Context: an optimization exercise on an open-source flow, tuned for small area and a short achievable clock period. The choices shown serve that exercise and are no tape-out recipe.
Function was checked by simulation only, so behaviour that the tests miss may differ from the original.

// ROTATING_VECTORING
module ROTATING_VECTORING(clk, xi, yi, xf, yf);
  input clk;
  input [15:0] xi, yi;
  output [15:0] xf, yf;
  reg [7:0] E;
  wire ad1_m = ~(1'b1);
  wire ad1_p0 = xi[0] ^ (yi[0] ^ ad1_m);
  wire ad1_p1 = xi[1] ^ (yi[1] ^ ad1_m);
  wire ad1_p2 = xi[2] ^ (yi[2] ^ ad1_m);
  wire ad1_p3 = xi[3] ^ (yi[3] ^ ad1_m);
  wire ad1_p4 = xi[4] ^ (yi[4] ^ ad1_m);
  wire ad1_p5 = xi[5] ^ (yi[5] ^ ad1_m);
  wire ad1_p6 = xi[6] ^ (yi[6] ^ ad1_m);
  wire ad1_p7 = xi[7] ^ (yi[7] ^ ad1_m);
  wire ad1_p8 = xi[8] ^ (yi[8] ^ ad1_m);
  wire ad1_p9 = xi[9] ^ (yi[9] ^ ad1_m);
  wire ad1_p10 = xi[10] ^ (yi[10] ^ ad1_m);
  wire ad1_p11 = xi[11] ^ (yi[11] ^ ad1_m);
  wire ad1_p12 = xi[12] ^ (yi[12] ^ ad1_m);
  wire ad1_p13 = xi[13] ^ (yi[13] ^ ad1_m);
  wire ad1_p14 = xi[14] ^ (yi[14] ^ ad1_m);
  wire ad1_p15 = xi[15] ^ (yi[15] ^ ad1_m);
  wire ad1_g0_0 = (xi[0] & (yi[0] ^ ad1_m)) | (ad1_p0 & (1'b0 ^ ad1_m));
  wire ad1_g1_0 = xi[1] & (yi[1] ^ ad1_m);
  wire ad1_g2_0 = xi[2] & (yi[2] ^ ad1_m);
  wire ad1_g3_0 = xi[3] & (yi[3] ^ ad1_m);
  wire ad1_g4_0 = xi[4] & (yi[4] ^ ad1_m);
  wire ad1_g5_0 = xi[5] & (yi[5] ^ ad1_m);
  wire ad1_g6_0 = xi[6] & (yi[6] ^ ad1_m);
  wire ad1_g7_0 = xi[7] & (yi[7] ^ ad1_m);
  wire ad1_g8_0 = xi[8] & (yi[8] ^ ad1_m);
  wire ad1_g9_0 = xi[9] & (yi[9] ^ ad1_m);
  wire ad1_g10_0 = xi[10] & (yi[10] ^ ad1_m);
  wire ad1_g11_0 = xi[11] & (yi[11] ^ ad1_m);
  wire ad1_g12_0 = xi[12] & (yi[12] ^ ad1_m);
  wire ad1_g13_0 = xi[13] & (yi[13] ^ ad1_m);
  wire ad1_g14_0 = xi[14] & (yi[14] ^ ad1_m);
  wire ad1_g15_0 = xi[15] & (yi[15] ^ ad1_m);
  wire ad1_g1_1 = ad1_g1_0 | (ad1_p1 & ad1_g0_0);
  ...
Size: about 3400 cells after synthesis, about 480 flip-flops, about 65 I/O pins, about 30000 sq um of cells after synthesis.
clock: 8.0 ns
lec_check: 0
abc_area: 1
cap_margin: 20
core_margin: 2
core_utilization: 50
cts_cluster_diameter: 100
cts_cluster_size: 24
place_density: 0.75
setup_slack_margin: 5
slew_margin: 20
run.sh (not shown) runs the stock make flow with config.mk's settings and CLKGATE_MAP_FILE= SYNTH_SCRIPT=/design/flow/synth_recipe.tcl, a recipe that flattens the netlist after the stock synthesis.
The baseline finished clean.
Change:
CORE_UTILIZATION = 40   (was 50)
CTS_CLUSTER_SIZE = 30   (was 24)
Register-to-register slack gains 0.02 ns.
Setup slack gains 0.016 ns.
Sequential share of layout area came out lower by 0.17 points.
Critical path depth came out higher by 2.
Cell area came out higher by 0.57%.
Global-route usage came out lower by 3.1 points.
Wire length came out higher by about 0.7%.
First-iteration DRC count came out lower by about 9%.
Clock skew came out higher by 0.031 ns.
Non-clock buffer count came out lower by 3.
Change:
CTS_CLUSTER_SIZE = 24   (was 30)
PLACE_DENSITY = 0.85   (was 0.75)
The changed run finished clean.
Worst setup slack gets better by 0.023 ns.
Utilization hardly moves.
Routed wire length rose by a few percent.
Cell count is about the same.
Die area stays the same.

* * *

Setup of before:
Another version of the RTL of ROTATING_VECTORING (not shown whole).
Size: ~3500 cells after synthesis.
make LEC_CHECK=0 ABC_AREA=1 CAP_MARGIN=20 CORE_MARGIN=2 CORE_UTILIZATION=40 SETUP_SLACK_MARGIN=5 SLEW_MARGIN=20 finish   # period 8.0 ns
> inputs changed (before -> after)
- a change of CORE_UTILIZATION from 40 to 55
Notes after the runs:
Register share of the cell area in after vs before: up 0.40 points
Largest net degree at the start of global routing of after falls short of that of before by more than 10%.
Delta (after minus before): setup slack -0.012 ns, wire length of the first global-routing pass up 6.9%, die footprint dropped 27%, worst slack after detailed placement decreased by 0.085 ns relative to the old numbers.
before → after: final wirelength moved up; total vias in the final route moved up; DRC violation count after routing level.

[re-timing with driven ports]
The results above use ideal ports. As a check the final layouts listed here were re-extracted and re-timed, cells and wires unchanged. Step 1 sets driving cells, clkbuf_16 on the clock port and buf_2 on the other inputs (assumed; they add their load-dependent delay and slew). Step 2 adds t to the input delays and takes it off the output delays; t is the mean of the earliest and latest rising clock arrival at the registers after step 1. Input paths then give back, and output paths get back, about the clock's delay inside the block. Slacks: no drivers / after step 1 / after step 2; pairs: no drivers / after step 1.
| run | shift t [ns] | setup WS [ns] | worst setup path after step 2 | latest minus earliest clock arrival (ns) | worst register clock-pin slew, ns |
|---|---|---|---|---|---|
| the first run of note 1 | 0.625 | 5.007 / 5.007 / 4.447 | input to register | 0.018 / 0.017 | 0.09 / 0.09 |
| the second run of note 1 | 0.640 | 5.023 / 5.023 / 4.486 | input to register | 0.049 / 0.050 | 0.12 / 0.12 |
| the third run of note 1 | 0.633 | 5.046 / 5.046 / 4.448 | input to register | 0.023 / 0.023 | 0.10 / 0.10 |
| before | 0.661 | 5.036 / 5.036 / 4.448 | input to register | 0.035 / 0.035 | 0.07 / 0.07 |
| after | 0.655 | 5.024 / 5.024 / 4.463 | input to register | 0.024 / 0.024 | 0.07 / 0.07 |
After both steps every run listed still meets setup and hold. For the third run of note 1, which loses most, drivers alone change the setup slack by 0.000 ns; drivers and shift together by -0.598 ns.
